This is an optimization exercise on Yosys and OpenROAD, whose aim is small area, not a production implementation.
In this exercise RTL edits were held to simulation tests only and were not proved equivalent to the original.
Power is estimated from default activity; no workload was simulated.

[design/flow/flow/run.sh]
#!/bin/bash
set -euo pipefail
rm -rf scripts_own
cp -r "$FLOW_HOME/scripts" scripts_own
cp flow/abc_map.script scripts_own/abc_speed.script
export BUFFER_PORTS_ARGS="-buffer_cell sky130_fd_sc_hd__buf_1"
export CTS_ARGS="-sink_clustering_enable -repair_clock_nets -dont_use_dummy_load -sink_clustering_size 30 -sink_clustering_max_diameter 150 -buf_list sky130_fd_sc_hd__clkbuf_16"
bash standard.sh SCRIPTS_DIR="$PWD/scripts_own" finish > standard.log 2>&1
[design/flow/flow/abc_map.script]
strash
dch
amap
topo
stime -c
[design/flow/standard.sh]
#!/bin/bash
# synth_recipe.tcl (not shown) runs the flow's synth.tcl, then flattens the netlist and writes it again
# the make line also repeats each setting of config.mk as NAME=value (left out here)
make -C /OpenROAD-flow-scripts/flow DESIGN_CONFIG=/design/flow/config.mk WORK_HOME=/design/flow/orfs CLKGATE_MAP_FILE= SYNTH_SCRIPT=/design/flow/synth_recipe.tcl "${@:-finish}"
[design/flow/config.mk]
export PLATFORM = sky130hd
export DESIGN_NAME = EmbeddedReceiver
export DESIGN_NICKNAME = EmbeddedReceiver
export VERILOG_FILES = /design/flow/design.v
export SDC_FILE = /design/flow/constraint.sdc
export NUM_CORES = 4
export LEC_CHECK = 0
export CAP_MARGIN = 0
export CORE_MARGIN = 2
export CORE_UTILIZATION = 60
export PLACE_DENSITY = 0.7
export SLEW_MARGIN = 0
[design/flow/constraint.sdc]
create_clock -name core_clock -period 8.0 [get_ports {clk_i}]
set_input_delay 1.6000 -clock core_clock [delete_from_list [all_inputs] [get_ports {clk_i}]]
set_output_delay 1.6000 -clock core_clock [all_outputs]
set_load 0.01 [all_outputs]
[design/flow/design.v]
module Decode_8b10b (
    input  [9:0] io_din,
    output       io_comma,
    output [7:0] io_dout,
    output       io_error);
  wire [5:0] d6 = io_din[9:4];
  wire [3:0] d4 = io_din[3:0];
  wire k = (d6 == 6'b001111) | (d6 == 6'b110000);
  assign io_comma = k;
  wire e5 = (~d6[2] & ~d6[3] & ~d6[4] & ~d6[5]) | (~d6[0] & ~d6[1] & ~d6[2] & ~d6[3] & ~d6[4]) | (~d6[0] & ~d6[1] & ~d6[3] & ~d6[4] & ~d6[5]) | (~d6[0] & ~d6[1] & ~d6[2] & ~d6[4] & ~d6[5]) | (d6[0] & d6[1] & d6[2] & d6[3] & d6[4]) | (d6[0] & d6[1] & d6[2] & d6[3] & d6[5]) | (~d6[0] & ~d6[1] & ~d6[2] & ~d6[3] & ~d6[5]) | (d6[0] & d6[1] & d6[2] & d6[4] & d6[5]) | (d6[0] & d6[1] & d6[3] & d6[4] & d6[5]) | (d6[2] & d6[3] & d6[4] & d6[5]);
  wire e3 = (~d4[0] & ~d4[1] & ~d4[2] & ~d4[3]) | (~d4[1] & ~d4[2] & ~d4[3] & k) | (d4[1] & d4[2] & d4[3] & k) | (d4[0] & d4[1] & d4[2] & d4[3]);
  assign io_error = e5 | e3;
  assign io_dout[0] = d6[2] ^ ((d6[0] & ~d6[1] & ~d6[3] & d6[4]) | (~d6[0] & d6[1] & d6[2] & ~d6[5]) | (~d6[0] & ~d6[1] & ~d6[3] & ~d6[4]) | (~d6[0] & ~d6[2] & d6[5]) | (d6[0] & ~d6[1] & d6[3] & ~d6[4]) | (d6[0] & d6[1] & ~d6[4] & d6[5]) | (~d6[0] & d6[2] & d6[3] & ~d6[5]));
  assign io_dout[1] = d6[5] ^ ~((~d6[0] & ~d6[4] & ~d6[5]) | (~d6[1] & ~d6[2] & ~d6[3]) | (~d6[0] & ~d6[1] & ~d6[2]) | (d6[0] & d6[1] & d6[3]) | (d6[0] & d6[2] & d6[3]) | (~d6[0] & d6[4] & d6[5]));
  assign io_dout[2] = d6[5] ^ ~((~d6[1] & ~d6[2] & ~d6[4]) | (d6[0] & ~d6[1] & d6[2] & d6[4]) | (~d6[0] & d6[1] & ~d6[3] & ~d6[5]) | (~d6[0] & ~d6[1] & ~d6[2]) | (d6[1] & d6[3] & d6[5]) | (~d6[0] & ~d6[1] & d6[3] & ~d6[4]) | (d6[0] & d6[1] & ~d6[2] & d6[4] & ~d6[5]));
  assign io_dout[3] = d6[4] ^ ((d6[0] & ~d6[1] & ~d6[3] & d6[5]) | (~d6[0] & d6[1] & d6[2] & ~d6[4]) | (d6[0] & d6[1] & d6[3] & d6[5]) | (~d6[0] & ~d6[2] & d6[4]) | (d6[0] & ~d6[1] & d6[3] & ~d6[5]) | (~d6[0] & ~d6[1] & d6[3] & ~d6[4]) | (d6[1] & ~d6[2] & d6[4] & ~d6[5]));
  assign io_dout[4] = d6[1] ^ ~((d6[0] & d6[2] & d6[3]) | (d6[1] & d6[2] & d6[3]) | (d6[0] & d6[1] & ~d6[2]) | (d6[0] & ~d6[1] & d6[2] & d6[4]) | (d6[0] & ~d6[1] & d6[2] & d6[5]) | (d6[3] & d6[4]) | (~d6[0] & d6[1] & d6[2] & d6[5]) | (d6[3] & d6[5]) | (d6[4] & d6[5]) | (~d6[0] & d6[1] & d6[2] & d6[4]));
  assign io_dout[5] = ((~d4[1] & ~d4[2]) | (~d4[0] & d4[3]) | (d4[0] & d4[1] & ~d4[3]));
  assign io_dout[6] = ((d4[0] & ~d4[3]) | (d4[1] & d4[2]) | (~d4[0] & ~d4[1] & d4[3]));
  assign io_dout[7] = d4[2] ^ ((~d4[1] & ~d4[3]) | (~d4[0] & ~d4[2]) | (~d4[0] & ~d4[1]));
endmodule
module CDR_10b_8b #(
    parameter int Ki =     2,
    parameter int Kp =   500,
    parameter int K0 = 335544
)(
    input  logic       clk,
    input  logic       reset,
    input  logic       serial_i,
    output logic       word_tick_o,
    output logic [7:0] data_o,
    output logic       comma_o,
    output logic       error_o
);
    logic [1:0] data_sync;
    always_ff @(posedge clk)
        data_sync <= {data_sync[0], serial_i};
    logic [23:13] phase_hi;
    logic [12:1]  phase_lo;
    logic         phase_c;
    logic bit_clk_d, ff1, ff2, ff3, ff4;
    wire bit_clk = phase_hi[23] ^ (phase_c & (&phase_hi[22:13]));
    wire rise    = bit_clk & ~bit_clk_d;
    wire fall    = ~bit_clk & bit_clk_d;
    wire late    = ff2 ^ ff4;
    wire early   = ff1 ^ ff4;
    always_ff @(posedge clk) begin
        if (reset) begin
            bit_clk_d <= 1'b0;
            ff1 <= 1'b0; ff2 <= 1'b0; ff3 <= 1'b0; ff4 <= 1'b0;
        end else begin
            bit_clk_d <= bit_clk;
            if (rise) begin
                ff1 <= data_sync[1];
                ff2 <= ff1;
                ff4 <= ff3;
            end
            if (fall)
                ff3 <= data_sync[1];
        end
    end
    logic [23:1] freq;
    wire s_e  = early;
    wire s_l  = ~early & late;
    wire early_nx = rise ? (data_sync[1] ^ ff3) : early;
    wire late_nx  = rise ? (ff1 ^ ff3) : late;
    wire n_e  = early_nx;
    wire n_l  = ~early_nx & late_nx;
    localparam logic [23:1] KIH = 23'd1;      
    localparam logic [23:1] KPH = 23'd250;    
    localparam logic [23:1] F0  = 23'd167772;  
    logic [23:1] delta;
    always_comb begin
        case ({s_e, s_l, n_e, n_l})
            4'b0001: delta = KPH;                         
            4'b0010: delta = 23'd0 - KPH;                 
            4'b0101: delta = KIH;                         
            4'b0100: delta = KIH - KPH;                   
            4'b0110: delta = KIH - KPH - KPH;             
            4'b1010: delta = 23'd0 - KIH;                 
            4'b1000: delta = KPH - KIH;                   
            4'b1001: delta = KPH + KPH - KIH;             
            default: delta = 23'd0;
        endcase
    end
    function automatic logic [12:0] radd12(input logic [11:0] a, input logic [11:0] b);
        logic c;
        c = 1'b0;
        for (int i = 0; i < 12; i++) begin
            radd12[i] = a[i] ^ b[i] ^ c;
            c = (a[i] & b[i]) | (c & (a[i] ^ b[i]));
        end
        radd12[12] = c;
    endfunction
    function automatic logic [10:0] radd10(input logic [9:0] a, input logic [9:0] b);
        logic c;
        c = 1'b0;
        for (int i = 0; i < 10; i++) begin
            radd10[i] = a[i] ^ b[i] ^ c;
            c = (a[i] & b[i]) | (c & (a[i] ^ b[i]));
        end
        radd10[10] = c;
    endfunction
    function automatic logic [10:0] radd11(input logic [10:0] a, input logic [10:0] b, input logic ci);
        logic c;
        c = ci;
        for (int i = 0; i < 11; i++) begin
            radd11[i] = a[i] ^ b[i] ^ c;
            c = (a[i] & b[i]) | (c & (a[i] ^ b[i]));
        end
    endfunction
    logic       fcarry;
    logic [9:0] flo_nx;
    assign {fcarry, flo_nx} = radd10(freq[10:1], delta[10:1]);
    always_ff @(posedge clk) begin
        if (reset) begin
            phase_hi <= '0;
            phase_lo <= '0;
            phase_c  <= 1'b0;
            freq     <= F0;
        end else begin
            {phase_c, phase_lo} <= radd12(phase_lo, freq[12:1]);
            phase_hi <= radd11(phase_hi, freq[23:13], phase_c);
            freq[10:1]  <= flo_nx;
            freq[23:11] <= freq[23:11] + {13{delta[23]}} + {12'd0, fcarry};
        end
    end
    logic tick_d, bit_d;
    always_ff @(posedge clk) begin
        tick_d <= rise;
        bit_d  <= ff2;
    end
    logic [9:0] shift_reg, result;
    logic [3:0] bit_cnt;
    always_ff @(posedge clk) begin
        if (reset) begin
            shift_reg <= '0;
            result    <= '0;
            bit_cnt   <= '0;
        end else if (tick_d) begin
            if ((bit_cnt == 4'd9) | (shift_reg == 10'h0f9) | (shift_reg == 10'h306)) begin
                bit_cnt <= '0;
                result  <= shift_reg;
            end else begin
                bit_cnt <= bit_cnt + 1'b1;
            end
            shift_reg <= {bit_d, shift_reg[9:1]};
        end
    end
    logic wt_d;
    always_ff @(posedge clk)
        wt_d <= (bit_cnt == 4'd0);
    assign word_tick_o = (bit_cnt == 4'd0) & ~wt_d;
    Decode_8b10b decoder (
        .io_din  (result),
        .io_comma(comma_o),
        .io_dout (data_o),
        .io_error(error_o)
    );
endmodule
module FrameReceiver #(
    parameter int board = 2
)(
    input  logic         clk,
    input  logic         reset,
    input  logic         word_tick_i,
    input  logic         comma_i,
    input  logic [7:0]   data_i,
    input  logic         error_i,
    output logic         frame_tick_o,    
    output logic         tick_d_o,        
    output logic         is_id_o,         
    output logic         is_cfg_o,        
    output logic         status_o,        
    output logic [103:0] data_o,          
    output logic         error_o          
);
    wire input_valid = ~comma_i & ~error_i;
    localparam logic [2:0] S_CLEAR = 3'd0, S_WAIT = 3'd1, S_VALID = 3'd2,
                           S_ACCEPT = 3'd3, S_TICK = 3'd4, S_COMMA1 = 3'd5,
                           S_COMMA = 3'd6;
    logic [2:0]  state;
    logic [4:0]  byte_cnt;
    logic [15:0] crc;
    wire clr_frame = (state == S_CLEAR) & ~input_valid;
    wire wr_frame  = ((state == S_CLEAR) | (state == S_WAIT)) & input_valid & word_tick_i;
    function automatic logic [15:0] crc_step(input logic [15:0] c, input logic [7:0] d);
        logic [15:0] r;
        r = c;
        for (int k = 7; k >= 0; k--)
            r = {r[14:0], 1'b0} ^ ((r[15] ^ d[k]) ? 16'h8005 : 16'h0000);
        crc_step = r;
    endfunction
    always_ff @(posedge clk) begin
        if (clr_frame)
            byte_cnt <= '0;
        else if (wr_frame)
            byte_cnt <= byte_cnt + 1'b1;
    end
    wire [7:0] wr_byte = reset ? 8'd0 : data_i;
    always_ff @(posedge clk) begin
        if (reset)
            status_o <= 1'b0;
        else if (wr_frame) begin
            case (byte_cnt)
                5'd0: begin
                    is_id_o  <= (data_i == 8'h01);
                    is_cfg_o <= (data_i == 8'h02);
                end
                5'd1: is_cfg_o <= is_cfg_o & (data_i == 8'(board));
                5'd2: is_cfg_o <= is_cfg_o & (data_i == 8'd1);
                5'd3: status_o <= data_i[0];
                default: ;
            endcase
        end
    end
    always_ff @(posedge clk) begin
        for (int k = 4; k <= 16; k++)
            if (reset | (wr_frame & (byte_cnt == 5'(k))))
                data_o[135 - 8*k -: 8] <= wr_byte;
    end
    always_ff @(posedge clk) begin
        if (clr_frame)           
            crc <= '0;
        else if (wr_frame)
            crc <= crc_step(crc, data_i);
    end
    wire crc_ok = (crc == 16'd0);
    always_ff @(posedge clk) begin
        if (reset)
            state <= S_CLEAR;
        else case (state)
            S_CLEAR:  if (input_valid) state <= S_WAIT;
            S_WAIT:   if (byte_cnt >= 5'd19) state <= S_VALID;
            S_VALID:  state <= crc_ok ? S_ACCEPT : S_CLEAR;
            S_ACCEPT: state <= S_TICK;
            S_TICK:   state <= S_COMMA1;
            S_COMMA1, S_COMMA: state <= input_valid ? S_COMMA : S_CLEAR;
            default:  state <= S_CLEAR;
        endcase
    end
    assign frame_tick_o = (state == S_TICK);
    assign tick_d_o     = (state == S_COMMA1);
    assign error_o      = (state == S_VALID) & ~crc_ok;
endmodule
module LongDivision (
    input  logic        clk,
    input  logic        rst,
    input  logic        start,
    input  logic [63:0] id,
    input  logic [7:0]  divider,
    output logic [7:0]  rem_o
);
    logic       busy, fin, all_ones;
    logic [5:0] idx;                 
    logic [8:0] acc;
    logic [8:0] acc_sub;
    logic       acc_ge;
    always_comb begin
        logic c;
        c = 1'b1;
        for (int i = 0; i < 9; i++) begin
            logic b;
            b = (i < 8) ? ~divider[i] : 1'b1;
            acc_sub[i] = acc[i] ^ b ^ c;
            c = (acc[i] & b) | (c & (acc[i] ^ b));
        end
        acc_ge = c;
    end
    wire  [7:0] acc_red = acc_ge ? acc_sub[7:0] : acc[7:0];
    wire        id_bit  = id[idx];
    always_ff @(posedge clk) begin
        if (rst) begin
            busy <= 1'b0;
            fin  <= 1'b0;
        end else begin
            fin <= 1'b0;
            if (start) begin
                idx      <= 6'd62;
                busy     <= (divider != 8'd0);
                acc      <= {8'd0, id[63]};
                all_ones <= id[63];
            end else if (busy) begin
                idx <= idx - 1'b1;
                if (idx == 6'd63) begin
                    busy <= 1'b0;
                    fin  <= 1'b1;
                    acc  <= {1'b0, acc_red};
                end else begin
                    acc      <= {acc_red, id_bit};
                    all_ones <= all_ones & id_bit;
                end
            end
        end
    end
    wire [7:0] rem_inc = acc[7:0] + 8'd1;
    always_ff @(posedge clk) begin
        if (rst)
            rem_o <= 8'd0;
        else if (fin)
            rem_o <= (all_ones | (rem_inc == divider)) ? 8'd0 : rem_inc;
    end
endmodule
module Delay #(
    parameter int W = 32
)(
    input  logic         clk_i,
    input  logic         reset_i,
    input  logic         strobe_i,
    output logic         strobe_o,
    input  logic [W-1:0] delay
);
    logic         busy;
    logic [W-1:0] cnt;
    always_ff @(posedge clk_i) begin
        if (reset_i)
            busy <= 1'b0;
        else if (!busy)
            busy <= strobe_i;
        else if (!(cnt < delay))
            busy <= 1'b0;
        if (busy & (cnt < delay))
            cnt <= cnt + 1'b1;
        else
            cnt <= '0;
    end
    assign strobe_o = (cnt == delay);
endmodule
module Trigger (
    input  logic         clk,
    input  logic         reset,
    input  logic         frame_tick_i,
    input  logic         tick_d_i,
    input  logic         is_id_i,
    input  logic         is_cfg_i,
    input  logic         status_i,
    input  logic [103:0] data_i,
    input  logic [63:0]  id_i,           
    output logic         pulse_o
);
    logic        status0;
    logic [31:0] dly, len;
    logic [7:0]  divider, modulus;
    always_ff @(posedge clk) begin
        if (reset | (frame_tick_i & is_cfg_i)) begin
            status0 <= status_i;
            dly     <= data_i[103:72];
            len     <= data_i[71:40];
            divider <= data_i[39:32];
            modulus <= data_i[31:24];
        end
    end
    logic [7:0] rem;
    LongDivision division (
        .clk(clk), .rst(reset), .start(tick_d_i & is_id_i),
        .id(id_i), .divider(divider), .rem_o(rem));
    wire trigger = frame_tick_i & is_id_i & (rem == modulus) & status0;
    logic after_delay1, after_delay2, after_length1, after_length2;
    Delay #(.W(32)) delay_gen_1 (
        .clk_i(clk), .reset_i(reset), .strobe_i(trigger),
        .strobe_o(after_delay1), .delay((dly >> 1) + 32'(dly[0])));
    Delay #(.W(31)) delay_gen_2 (
        .clk_i(clk), .reset_i(reset), .strobe_i(after_delay1),
        .strobe_o(after_delay2), .delay(dly[31:1]));
    Delay #(.W(32)) length_gen_1 (
        .clk_i(clk), .reset_i(reset), .strobe_i(after_delay2),
        .strobe_o(after_length1), .delay((len >> 1) + 32'(len[0])));
    Delay #(.W(31)) length_gen_2 (
        .clk_i(clk), .reset_i(reset), .strobe_i(after_length1),
        .strobe_o(after_length2), .delay(len[31:1]));
    always_ff @(posedge clk) begin
        if (reset)
            pulse_o <= 1'b0;
        else if (after_length2)
            pulse_o <= 1'b0;
        else if (after_delay2)
            pulse_o <= 1'b1;
    end
endmodule
typedef struct packed
{
    logic [  7:0] payload_type;
    logic [127:0] data;
} payload_t;
typedef struct packed
{
    logic unsigned [63:0] pulse_id;
    logic          [63:0] empty;
} pulse_id_t;
typedef struct packed
{
    logic           [ 7:0] board;
    logic           [ 7:0] channel;
    logic           [ 7:0] status;
	 logic unsigned [31:0] delay;
     logic unsigned [31:0] length;
	 logic unsigned [ 7:0] divider;
	 logic unsigned [ 7:0] modulus;
	 logic          [23:0] empty;
} delay_data_t;
typedef struct packed
{
    payload_t    payload;
    logic [15:0] crc;
} frame_t;
module EmbeddedReceiver #(
        parameter int   board   = 2,
        parameter int Ki =     2,
        parameter int Kp =   500,
        parameter int K0 = 335544
    )(
        input  logic        clk_i,
        input  logic        reset_i,
        input  logic        data_i,
        output logic        error_o,
        output logic        trigger_o,
        output logic [63:0] pulse_id_o
    );
    logic         word_tick, comma, error_8b10b;
    logic [7:0]   data_decoded;
    CDR_10b_8b #(.Ki(Ki), .Kp(Kp), .K0(K0)) cdr_10b_8b (
        .clk(clk_i), .reset(reset_i), .serial_i(data_i),
        .word_tick_o(word_tick), .data_o(data_decoded),
        .comma_o(comma), .error_o(error_8b10b));
    logic         frame_tick, tick_d, is_id, is_cfg, status, error_crc;
    logic [103:0] frame_data;
    FrameReceiver #(.board(board)) frame_receiver (
        .clk(clk_i), .reset(reset_i),
        .word_tick_i(word_tick), .comma_i(comma), .data_i(data_decoded),
        .error_i(error_8b10b),
        .frame_tick_o(frame_tick), .tick_d_o(tick_d), .is_id_o(is_id),
        .is_cfg_o(is_cfg), .status_o(status), .data_o(frame_data),
        .error_o(error_crc));
    always_ff @(posedge clk_i) begin
        if (reset_i | (frame_tick & is_id))
            pulse_id_o <= frame_data[63:0];
    end
    Trigger trigger_1 (
        .clk(clk_i), .reset(reset_i),
        .frame_tick_i(frame_tick), .tick_d_i(tick_d), .is_id_i(is_id),
        .is_cfg_i(is_cfg), .status_i(status), .data_i(frame_data),
        .id_i(pulse_id_o), .pulse_o(trigger_o));
    assign error_o = error_8b10b | error_crc;
endmodule
==> metrics.md, run 1 <==
| Metric | Value |
|---|---|
| Slew @ Worst Pin | `1.16 ns` |
| WL final | `51900 um` |
| CP startpoint kind | `register` |
| P per Cell Area | `202 nW/um2` |
| Crit Path Max Fanout | `7` |
| Largest regs | `frame_receiver.data_o: 104 flops, pulse_id_o: 64 flops` |
| # fillers | `3215` |
| Worst path bufs/invs | `2` |
| Vias in the first global route | `about 17k` |
| Period minus WS final | `7.50 ns` |
| Setup slack at placement | `0.418 ns` |
| Hold path depth | `0` |
| Mapped Cells | `2350` |
| Die area | `41700 um2` |
| # diodes | `0` |
| CTS tree | `built` |
| Yosys top cell by area | `edfxtp_1` |
| Final hold violation count | `0` |
| Initial drt markers | `1274` |
| Final setup margin | `around 0.5 ns` |
| Peak VDD IR | `204 uV` |
| Post-synthesis cell type count | `between 50 and 60` |
| Clock Skews | `approximately 0.065 ns` |
| Vias per cell | `5.90` |
| Worst setup EP type | `register` |
| Clk sinks | `514` |
| Worst flop-to-flop path startpoint | `cdr_10b_8b.phase_hi[15]` |
| Netlist Area Pre-Place | `approximately 24000 um2` |
| Final Cell Area | `25600 um2` |
| Setup TNS | `0 ns` |
| Synth area leaders | `edfxtp_1, dfxtp_1, ha_1, nor2_1, clkinv_1` |
| GRT overflow | `0` |
| Maximum clock rate | `0.133 GHz` |
| Fin. max-slew vios | `0` |
| Max clock buf depth | `3` |
| DRT Pass-1 Iters | `5` |
| Global-route wire length before repair | `83500 um` |
| WP data required | `8.41 ns` |
| Residual DRC | `0` |
| Relative slew margins | `a little under a quarter` |
| Top cell type's share of synthesized area | `33.3%` |
| HP Class | `register to register` |
| Initial antenna violation count | `0` |
| Dpl hpwl | `38100 um` |
| # H-tree levels | `1` |
| # port buffers | `68` |
| Share of layout cells above drive strength 1 | `1.92%` |
| Avg WL per Cell | `17.4 um` |
| Crit share post-route | `93.7%` |
| Finished Layout Cells | `2976` |
| Height of the chip | `204 um` |
| Total track usage | `25.0%` |
| Synth async-reset ratio | `0%` |
| Multi-input gate area | `10000 um2` |
| Crit path max-delay cell type | `fa_1` |
| Crit path largest cell delay | `~0.41 ns` |
| Crit path max-delay family | `adder cells` |
| Register-to-register setup slack | `around 0.50 ns` |
| RSZ-0062 raised after global routing | `yes` |
| Post-synth EDFFs | `267` |
| Via count | `17.5k` |
| IO Pins | `69` |
| FF+latch area | `13000 um2` |
| Max Cap Violations | `0` |
| Final net count | `2654` |
| Seq cells post-synth | `514` |
| TritonCTS Buffers | `21` |
| Most used cell, CP | `nor2_1` |
| RR Endpoint | `cdr_10b_8b.freq[23]` |
| Rows | `73` |
| Placed Cells | `about 3.0k` |
| Hold_ws | `~0.38 ns` |
| Hold_buf cts | `0` |
| Most frequent cells in the layout | `nor2_1, clkinv_1, edfxtp_1` |
| Post-synthesis sequential area ratio | `53.9%` |
| Syn_area_per_cell | `10.2 um2` |
| Syn nets | `2551` |
| Placed Area | `25100 um2` |
| Clock Latency Late Sink | `0.56 ns` |
| Antenna Nets Post-Route | `0` |
| Starting Density | `60.7%` |
| Syn. warnings | `7` |
| Hold Path Origin | `cdr_10b_8b.data_sync[0]` |
| Top reg by flops | `frame_receiver.data_o` |
| CTS clk-pin slew, worst paths | `0.11 ns` |
| Largest net degree at the start of global routing | `68` |
| Max reg flops | `~100` |
| Commonest non-fill, non-tap cell in the layout | `nor2_1` |
| R2R cell count | `41` |
| Status | `timing/DRC/antenna clean` |
| Hold EP | `cdr_10b_8b.data_sync[1]` |
| Placer Congestion | `0.925` |
| Chip width | `between 200 and 250 um` |
| Core area | `39600 um2` |
| Clock root buffer | `clkbuf_16` |
| Worst Path Arrival | `7.91 ns` |
| Area delta synth->final | `6.56%` |
| Final Setup Violations | `0` |
| Critical path class | `register to register` |
| Leakage | `about 9 nW` |
| Primary FF master, synth | `edfxtp_1` |
==> cell families (layout without fill, tap and decap cells) <==
kind of cell | after synthesis | count (layout) | share of synthesized area (%)
AOI/OAI and AO/OA | 535 | 535 | 14.6
xor gates and xnor gates | 7 | 7 | 0.255
adders and majority gates | 198 | 198 | 11.5
buffers and inverters | 299 | 400 | 4.67
and+or+nand+nor | 797 | 797 | 15.0
DFF | 514 | 514 | 53.9
==> layout make-up <==
cell class	count	share of cell area [%]
Inverter	299	4.39
Sequential cell	514	50.6
Multi-Input combinational cell	1537	39.1
Timing Repair Buffer	80	1.35
Tap cell	525	2.56
Clock buffer	21	2.05
==> worst max-delay path by stage <==
stage               slack (ns)                          end               startpoint  cells after the start
floorplan                 0.19  trigger_1.length_gen_1.busy         trigger_1.len[1]                     33
global placement          0.69          cdr_10b_8b.freq[23]  cdr_10b_8b.phase_hi[15]                     40
detailed placement        0.42          cdr_10b_8b.freq[23]  cdr_10b_8b.phase_hi[15]                     40
CTS                       0.41          cdr_10b_8b.freq[23]  cdr_10b_8b.phase_hi[17]                     40
global route             -0.12          cdr_10b_8b.freq[23]  cdr_10b_8b.phase_hi[17]                     41
finish                    0.50          cdr_10b_8b.freq[23]  cdr_10b_8b.phase_hi[15]                     41
==> cells in the mapped netlist, types with 3 or more instances <==
master,instances
nor2_1,321
clkinv_1,299
edfxtp_1,267
dfxtp_1,247
nand2_1,165
ha_1,159
a21oi_1,141
nor3_1,102
a211oi_1,86
o21ai_0,80
o22ai_1,64
nand3_1,53
a22oi_1,42
fa_1,39
nand4_1,39
nor2b_1,31
nor4_1,23
a221oi_1,22
and3_1,18
a31oi_1,14
o221a_1,12
o221ai_1,12
a311oi_1,11
or3_1,9
or4_1,9
a2111oi_0,8
or2_0,8
o22a_1,6
o311a_1,6
o21a_1,5
and2_0,4
nor4b_1,4
o21bai_1,4
o32ai_1,4
xnor2_1,4
a21o_1,3
a31o_1,3
a41oi_1,3
nand3b_1,3
nand4b_1,3
xor2_1,3
==> worst reg2reg max path: cells and delay by family (launching register included) <==
family / cells / cell delay, ns
xor gates and xnor gates: 1 / 0.11
AOI/OAI and AO/OA: 7 / 0.86
adders and majority gates: 11 / 3.68
and+or+nand+nor: 20 / 2.10
DFF: 1 / 0.39
buffers and inverters: 2 / 0.23
==> repair_timing <==
action,CTS,global route
endpoints found under the setup margin,0,64
gates resized for setup,0,6
setup buffers,0,0
==> power by group <==
| part | total, mW | switching [mW] | internal, mW |
|---|---|---|---|
| sequential | 3.09 | 0.132 | 2.96 |
| combinational | 0.851 | 0.492 | 0.359 |
| clock | 1.23 | 0.757 | 0.475 |
| total | 5.17 | 1.38 | 3.79 |
==> per-stage QoR <==
stage | utilization (%) | total power, mW
finish | 64.7 | 5.17
global route | 64.7 | 5.46
CTS | 64.6 | 5.23
detailed placement | 63.3 | 4.00
global placement | 63.3 | 3.95
floorplan | - | 3.76
==> layer usage <==
layer / track usage [%] / wire, um / share of wire, %
met2: 41.5 / 24200 / 47
met1: 34.9 / 23400 / 45
met4: 7.04 / 1460 / 2.8
met5: 0 / 0 / 0
met3: 2.92 / 2820 / 5.4
==> run 2: changes to the inputs <==
==> design/flow/flow/run.sh (replaced) <==
#!/bin/bash
set -euo pipefail
rm -rf scripts_own
cp -r "$FLOW_HOME/scripts" scripts_own
cp flow/abc_map.script scripts_own/abc_speed.script
export BUFFER_PORTS_ARGS="-buffer_cell sky130_fd_sc_hd__buf_1"
export CTS_ARGS="-sink_clustering_enable -repair_clock_nets -dont_use_dummy_load -sink_clustering_size 40 -sink_clustering_max_diameter 70 -buf_list sky130_fd_sc_hd__clkbuf_16"
bash standard.sh SCRIPTS_DIR="$PWD/scripts_own" finish > standard.log 2>&1
==> design/flow/config.mk (replaced) <==
export PLATFORM = sky130hd
export DESIGN_NAME = EmbeddedReceiver
export DESIGN_NICKNAME = EmbeddedReceiver
export VERILOG_FILES = /design/flow/design.v
export SDC_FILE = /design/flow/constraint.sdc
export NUM_CORES = 4
export LEC_CHECK = 0
export CAP_MARGIN = 20
export CORE_MARGIN = 2
export CORE_UTILIZATION = 40
export CTS_BUF_LIST = sky130_fd_sc_hd__clkbuf_16
export CTS_CLUSTER_DIAMETER = 100
export CTS_CLUSTER_SIZE = 30
export SLEW_MARGIN = 20
==> run 2 against run 1 <==
Still clean on timing, DRC and antenna. Power up 9.2%. Register-to-register slack better by 0.12 ns. Critical path depth unchanged. Core utilization down 20 points. Global-route usage down 6.9 points. Combinational power up 6.3%. Highest routed layer unchanged.
==> metrics.md, run 2 <==
| Metric | Value |
|---|---|
| Vias in the first global route | `17.1k` |
| Commonest non-fill, non-tap cell in the layout | `nor2_1` |
| Max reg flops | `around 100` |
| TritonCTS Buffers | `36` |
| Area delta synth->final | `9.84%` |
| R2R cell count | `41` |
| Final Setup Violations | `0` |
| Fin. max-slew vios | `0` |
| Yosys top cell by area | `edfxtp_1` |
| # port buffers | `68` |
| Relative slew margins | `between 20% and 30%` |
| Critical path class | `register to register` |
| Max clock buf depth | `3` |
| # diodes | `0` |
| Largest net degree at the start of global routing | `69` |
| HP Class | `register to register` |
| Crit share post-route | `92.2%` |
| Seq cells post-synth | `514` |
| WP data required | `between 8 and 9 ns` |
| Starting Density | `40.6%` |
| Status | `timing/DRC/antenna clean` |
| Netlist Area Pre-Place | `~24000 um2` |
| Synth async-reset ratio | `0%` |
| P per Cell Area | `214 nW/um2` |
| Hold Path Origin | `cdr_10b_8b.data_sync[0]` |
| Crit path largest cell delay | `around 0.41 ns` |
| Core area | `59200 um2` |
| IO Pins | `69` |
| Initial drt markers | `1054` |
| Die area | `about 62000 um2` |
| Post-synthesis cell type count | `53` |
| Chip width | `around 250 um` |
| Worst setup EP type | `register` |
| Final setup margin | `0.622 ns` |
| Clock root buffer | `clkbuf_16` |
| Dpl hpwl | `approximately 41000 um` |
| Syn. warnings | `7` |
| Synth Area in Compound Gates | `14.6%` |
| Worst Path Arrival | `7.80 ns` |
| CTS tree | `built` |
| Clk sinks | `514` |
| Post-synthesis simple-gate area fraction | `15.0%` |
| Total track usage | `a little under a fifth` |
| Antenna Nets Post-Route | `0` |
| Primary FF master, synth | `edfxtp_1` |
| Height of the chip | `249 um` |
| Syn_area_per_cell | `10.2 um2` |
| Post-synth EDFFs | `267` |
| Top cell type's share of synthesized area | `between 30 and 40%` |
| Period minus WS final | `7.38 ns` |
| Hold_buf cts | `0` |
| Global-route wire length before repair | `90000 um` |
| Final net count | `2676` |
| Mux share of post-synthesis cell area | `0%` |
| Largest family of logic cells by synthesized area | `simple AND/OR/NAND/NOR gates` |
| Placer Congestion | `0.848` |
| # H-tree levels | `2` |
| Count leader, synth | `nor2_1` |
| Setup TNS | `0 ns` |
| Max Cap Violations | `0` |
| CP Launch Point | `cdr_10b_8b.phase_hi[21]` |
| Most frequent cells in the layout | `nor2_1, clkinv_1, edfxtp_1` |
| Avg WL per Cell | `17.5 um` |
| Adder-cell share of the synthesized area | `about 12%` |
| Clock Skews | `0.0847 ns` |
| Final hold violation count | `0` |
| RSZ-0062 raised after global routing | `no` |
| Peak VDD IR | `157 uV` |
| Initial antenna violation count | `0` |
| Post-Synth XOR/XNOR Area | `0.255%` |
| CTS clk-pin slew, worst paths | `0.08 ns` |
| Via count | `17.8k` |
| Largest regs | `frame_receiver.data_o: 104 flops, pulse_id_o: 64 flops` |
| Share of layout cells above drive strength 1 | `3.64%` |
| Mapped Cells | `2350` |
| Hold path depth | `0` |
| Synth area leaders | `edfxtp_1, dfxtp_1, ha_1, nor2_1, clkinv_1` |
| Residual DRC | `0` |
| DRT Pass-1 Iters | `5` |
| Worst flop-to-flop path startpoint | `cdr_10b_8b.phase_hi[21]` |
| Rows | `89` |
| Setup slack at placement | `around 0.37 ns` |
| WL final | `56700 um` |
| Post-synthesis sequential area ratio | `53.9%` |
| Commonest cells in the netlist | `nor2_1, clkinv_1, edfxtp_1, dfxtp_1, nand2_1` |
| GRT overflow | `0` |
| Crit path max-delay cell type | `fa_1` |
| Maximum clock rate | `0.136 GHz` |
| Most used cell, CP | `nor2_1` |
| Vias per cell | `~5.5` |
| CP startpoint kind | `register` |
| Slew @ Worst Pin | `~1.1 ns` |
| Clock Latency Late Sink | `0.59 ns` |
| Syn nets | `2551` |
| Top reg by flops | `frame_receiver.data_o` |
| Leakage | `9.00 nW` |
| Crit Path Max Fanout | `7` |
-- run 2: cell count changes in the layout (fill, tap and decap cells not counted), sizes merged --
cell      before  now
clkbuf        21   36
buf           80   86
clkinvlp       1    2
-- run 2: layout make-up --
cell class / instances / area [um2]
inverter: 299 / 1130
tap: 773 / 967
fill: 5574 / 32800
sequential: 514 / 13000
timing repair buffer: 86 / 395
multi-input combinational: 1537 / 10100
clock buffer: 36 / 901
timing repair inverter: 1 / 7.51
-- run 2: cells by family (layout without fill, tap and decap cells) --
group,after synthesis,count (layout)
adders and majority gates,198,198
and+or+nand+nor,797,797
AOI/OAI and AO/OA,535,535
buffers and inverters,299,422
DFF,514,514
xor gates and xnor gates,7,7
-- run 2: timing repair --
item / in CTS / in global routing
setup buffers: 0 / 1
endpoints found under the setup margin: 0 / 32
gates resized for setup: 0 / 26
hold endpoints to repair: 0 / 0
-- run 2: power by group --
group	switching, mW	total, mW	internal [mW]	leakage (nW)
logic	0.521	0.905	0.384	3.91
registers	0.134	3.10	2.96	4.65
clock network	0.849	1.65	0.799	0.444
total	1.50	5.65	4.15	9.00
-- run 2: worst max-delay path, delay by kind of cell (launching register included) --
kind | cells | cell delay (ns)
AO/OA/AOI/OAI | 7 | 0.87
XOR/XNOR | 1 | 0.12
buffers and inverters | 2 | 0.21
adder cells (fa/ha/maj) | 11 | 3.53
AND/OR/NAND/NOR | 20 | 2.16
flip-flops | 1 | 0.35
-- run 2: stage by stage --
stage               hold slack, ns  cell area [um2]  cells  util (%)  total power [mW]
floorplan                    0.310            24100   2350         -              3.76
global placement             0.320            25400   3208      42.9              3.98
detailed placement           0.324            25400   3208      42.9              4.02
CTS                          0.340            26300   3244      44.5              5.69
global route                 0.351            26400   3246      44.6              5.97
finish                       0.336            26400   3246      44.6              5.65
-- run 2: path summary, 6_finish.rpt --
check | endpoint | slack [ns]
min | cdr_10b_8b.data_sync[1] | 0.34
min reg2reg | cdr_10b_8b.data_sync[1] | 0.34
max | cdr_10b_8b.freq[23] | 0.62
max reg2reg | cdr_10b_8b.freq[23] | 0.62
-- run 2: routing by layer --
metal  routed length [um]  global-route usage [%]  part of all wire (%)
met4                 1600                    5.61                   2.8
met3                 2860                    2.79                   5.1
met5                    0                       0                     0
met1                25900                    24.5                    46
met2                26300                    30.0                    46
==> run 3: changes to the inputs <==
==> design/flow/run.sh (new file) <==
#!/bin/bash
# synth_recipe.tcl (not shown) runs the flow's synth.tcl, then flattens the netlist and writes it again
# the make line also repeats each setting of config.mk as NAME=value (left out here)
make -C /OpenROAD-flow-scripts/flow DESIGN_CONFIG=/design/flow/config.mk WORK_HOME=/design/flow/orfs CLKGATE_MAP_FILE= SYNTH_SCRIPT=/design/flow/synth_recipe.tcl finish
==> design/flow/config.mk (replaced) <==
export PLATFORM = sky130hd
export DESIGN_NAME = EmbeddedReceiver
export DESIGN_NICKNAME = EmbeddedReceiver
export VERILOG_FILES = /design/flow/design.v
export SDC_FILE = /design/flow/constraint.sdc
export NUM_CORES = 4
export LEC_CHECK = 0
export CAP_MARGIN = 0
export CORE_MARGIN = 2
export CORE_UTILIZATION = 60
export CTS_BUF_LIST = sky130_fd_sc_hd__clkbuf_16
export CTS_CLUSTER_DIAMETER = 100
export CTS_CLUSTER_SIZE = 30
export PLACE_DENSITY = 0.7
export SLEW_MARGIN = 0
removed: design/flow/flow/run.sh
removed: design/flow/flow/abc_map.script
removed: design/flow/standard.sh
==> run 3 against run 2 <==
Still clean on timing, DRC and antenna. Hold slack improved by 0.044 ns. Sequential share of layout area decreased by 1.7 points. Power down 8.7%. Register-to-register slack gained 0.27 ns. Design area up 3.5%. Worst setup slack better by 0.27 ns.
==> metrics.md, run 3 <==
| Metric | Value |
|---|---|
| GR Util met2 | `39.2%` |
| Max Cap Violations | `0` |
| Register-to-register setup slack | `0.89 ns` |
| Seq cells post-synth | `514` |
| Via count | `approximately 17k` |
| CTS clk-pin slew, worst paths | `between 0.1 and 0.15 ns` |
| Fin. max-slew vios | `0` |
| Most used cell, CP | `fa_1` |
| Vias per cell | `5.81` |
| Comb pwr share | `14.3%` |
| # H-tree levels | `1` |
| P_sw | `approximately 1.3 mW` |
| Top reg by flops | `frame_receiver.data_o` |
| Final hold violation count | `0` |
| Maximum clock rate | `around 0.14 GHz` |
| CP Launch Point | `cdr_10b_8b.phase_hi[18]` |
| Leakage | `10.5 nW` |
| Syn_area_per_cell | `10.9 um2` |
| Reg power frac | `59.8%` |
| Primary FF master, synth | `edfxtp_1` |
| Share of layout cells above drive strength 1 | `4.36%` |
| Part of the power in the clock network | `between 20% and 30%` |
| Crit path max-delay cell type | `nor2_1` |
| RR Endpoint | `cdr_10b_8b.freq[23]` |
| Residual DRC | `0` |
| Final net count | `2570` |
| HP Class | `register to register` |
| Worst flop-to-flop path startpoint | `cdr_10b_8b.phase_hi[18]` |
| Placer Congestion | `0.880` |
| DRT Pass-1 Iters | `5` |
| Post-synthesis sequential area ratio | `50.8%` |
| CP startpoint kind | `register` |
| Initial drt markers | `roughly 1.5k` |
| Count leader, synth | `edfxtp_1` |
| Clock root buffer | `clkbuf_16` |
| CTS tree | `built` |
| Multi-input gate area | `11800 um2` |
| Post-synthesis cell type count | `77` |
| Commonest cells in the netlist | `edfxtp_1, dfxtp_1, nor2_1, ha_1, xnor2_1` |
| Final Cell Area | `27300 um2` |
| Crit path largest cell delay | `roughly 0.55 ns` |
| Period minus WS final | `roughly 7.1 ns` |
| Clock Latency Late Sink | `a little under 0.6 ns` |
| Initial antenna violation count | `0` |
| Setup bufs post-CTS | `0` |
| GRT overflow | `0` |
| Syn. warnings | `7` |
| GR peak layer | `met2` |
| Crit share post-route | `88.8%` |
| WL final | `53400 um` |
| Core area | `41900 um2` |
| # port buffers | `68` |
| Height of the chip | `between 200 and 250 um` |
| R2R cell count | `28` |
| Vias in the first global route | `16.3k` |
| # fillers | `3220` |
| Netlist Area Pre-Place | `25500 um2` |
| CP Capture Point | `cdr_10b_8b.freq[23]` |
| Clk sinks | `between 500 and 600` |
| Total track usage | `24.4%` |
| Placed Cells | `2885` |
| Worst setup EP type | `register` |
| Finished Layout Cells | `2922` |
| Status | `timing/DRC/antenna clean` |
| Avg WL per Cell | `18.3 um` |
| Hold_buf cts | `0` |
| RSZ-0062 raised after global routing | `no` |
| Rows | `75` |
| Final Setup Violations | `0` |
| Dpl hpwl | `between 30000 and 40000 um` |
| Max clock buf depth | `3` |
| Starting Density | `60.8%` |
| P per Cell Area | `189 nW/um2` |
| Die area | `44200 um2` |
| Slew @ Worst Pin | `1.16 ns` |
| Antenna Nets Post-Route | `0` |
| Peak VDD IR | `218 uV` |
| Mapped Cells | `2346` |
| Placed Area | `26700 um2` |
| Syn nets | `2547` |
| Most frequent cells in the layout | `edfxtp_1, dfxtp_1, nor2_1` |
| IO Pins | `69` |
| M3 GR Usage | `under 10%` |
| Worst Path Arrival | `between 7 and 8 ns` |
| Synth area leaders | `edfxtp_1, dfxtp_1, ha_1, xnor2_1, nor2_1` |
| Pint | `approximately 3.8 mW` |
| Largest net degree at the start of global routing | `99` |
| GRT met1 Usage | `between 30% and 40%` |
| TritonCTS Buffers | `21` |
| Crit Path Max Fanout | `11` |
| FF+latch area | `13000 um2` |
| Yosys top cell by area | `edfxtp_1` |
| # diodes | `0` |
| Clock Skews | `0.0269 ns` |
| Max reg flops | `104` |
| PostCTS Resize Cnt | `0` |
| Global-route wire length before repair | `86300 um` |
| Area delta synth->final | `7.11%` |
| Largest regs | `frame_receiver.data_o: 104 flops, pulse_id_o: 64 flops` |
| Synth async-reset ratio | `0%` |
| WP data required | `8.45 ns` |
| Sw Ratio | `25.8%` |
| Post-synth EDFFs | `between 200 and 300` |
| Top cell type's share of synthesized area | `between 30% and 40%` |
| Setup TNS | `0 ns` |
| Chip width | `210 um` |
| Relative slew margins | `22.7%` |
| Critical path class | `register to register` |
| Commonest non-fill, non-tap cell in the layout | `edfxtp_1` |
-- run 3: cell types whose count changed after synthesis, moves of 51 or more --
cell and delta:
a211oi_1 -71, a21oi_1 -51, clkbuf_1 +60, clkinv_1 -299, inv_1 +132, nand3_1 +52, nor2_1 -96, o22ai_1 -60
xnor2_1 +154, xor2_1 +83
-- run 3: area by class of cell --
| class | instances | area share [%] |
|---|---|---|
| sequential | 514 | 47.4 |
| multi-input combinational | 1612 | 43.0 |
| timing repair buffer | 87 | 3.00 |
| tap | 539 | 2.47 |
| clock buffer | 21 | 1.92 |
| inverter | 133 | 1.83 |
| clock inverter | 16 | 0.389 |
-- run 3: cell families (layout without fill, tap and decap cells) --
logic type / count (synthesis) / in the layout / synth area share (%)
AND/OR/NAND/NOR: 840 / 840 / 16.4
flip-flops: 514 / 514 / 50.8
AO/OA/AOI/OAI: 275 / 275 / 6.86
XOR/XNOR: 248 / 248 / 8.68
buffers and inverters: 220 / 257 / 3.42
adder cells (fa/ha/maj): 200 / 200 / 10.9
multiplexers: 49 / 49 / 2.95
-- run 3: critical path: cells and delay by family (launching register included) --
family	cells	cell delay (ns)
XOR/XNOR	2	0.31
buffers and inverters	1	0.08
AND/OR/NAND/NOR	4	0.98
adder cells (fa/ha/maj)	11	3.75
AO/OA/AOI/OAI	10	1.48
flip-flops	1	0.40
-- run 3: metrics by stage --
stage          hold slack (ns)  util, %  setup slack, ns  power (mW)
2_1_floorplan            0.310        -             1.60        3.67
3_3_place_gp             0.360     63.7             1.00        3.85
3_5_place_dp             0.365     63.7            0.904        3.89
4_1_cts                  0.382     65.2            0.894        5.20
5_1_grt                  0.389     65.2            0.315        5.42
6_report                 0.380     65.2            0.893        5.16
-- run 3: how the worst min path moves through the flow --
stage | to | slack (ns) | startpoint | cells past startpoint
after CTS | cdr_10b_8b.data_sync[1] | 0.38 | cdr_10b_8b.data_sync[0] | 0
after global routing | cdr_10b_8b.data_sync[1] | 0.39 | cdr_10b_8b.data_sync[0] | 0
after floorplan | cdr_10b_8b.data_sync[1] | 0.31 | cdr_10b_8b.data_sync[0] | 0
after global placement | cdr_10b_8b.data_sync[1] | 0.36 | cdr_10b_8b.data_sync[0] | 0
final | cdr_10b_8b.data_sync[1] | 0.38 | cdr_10b_8b.data_sync[0] | 0
after detailed placement | cdr_10b_8b.data_sync[1] | 0.37 | cdr_10b_8b.data_sync[0] | 0
-- run 3: per-layer routing --
layer  wire (um)  part of all wire [%]
met4         943                   1.8
met1       25100                    47
met2       24600                    46
met5           0                     0
met3        2710                   5.1
-- run 3: power by group through the flow --
| stage | logic [mW] | registers (mW) | clock network [mW] |
|---|---|---|---|
| 6_report | 0.738 | 3.08 | 1.34 |
| 5_1_grt | 0.856 | 3.11 | 1.45 |
| 4_1_cts | 0.751 | 3.09 | 1.36 |
| 3_5_place_dp | 0.746 | 3.15 | 0 |
| 3_3_place_gp | 0.711 | 3.14 | 0 |
| 2_1_floorplan | 0.575 | 3.09 | 0 |

==> separate check: timing with driven ports <==
Ports are ideal in the flow. The routed layouts listed here were re-timed in OpenROAD. Step 1 sets driving cells, clkbuf_16 on the clock port and buf_2 on the other inputs (assumed; they add their load-dependent delay and slew). Step 2 times the ports against the registers' clock, not the clock port: input delays grow and output delays shrink by t, the midpoint of the rising clock arrivals with the driver on. a / b / c = ideal / step 1 / step 2; a / b = the first two.
| run | t (ns) | slack for setup (ns) | worst hold slack (ns) | worst data-port slew with drivers (ns) | cell pins on the clock port's net |
|---|---|---|---|---|---|
| run 1 | 0.591 | 0.501 / 0.501 / 0.501 | 0.378 / 0.378 / 0.378 | 0.06 | 1 |
| run 2 | 0.611 | 0.622 / 0.622 / 0.622 | 0.336 / 0.336 / 0.336 | 0.03 | 1 |
| run 3 | 0.631 | 0.893 / 0.893 / 0.893 | 0.380 / 0.380 / 0.380 | 0.03 | 1 |
After both steps every run listed still meets setup and hold.
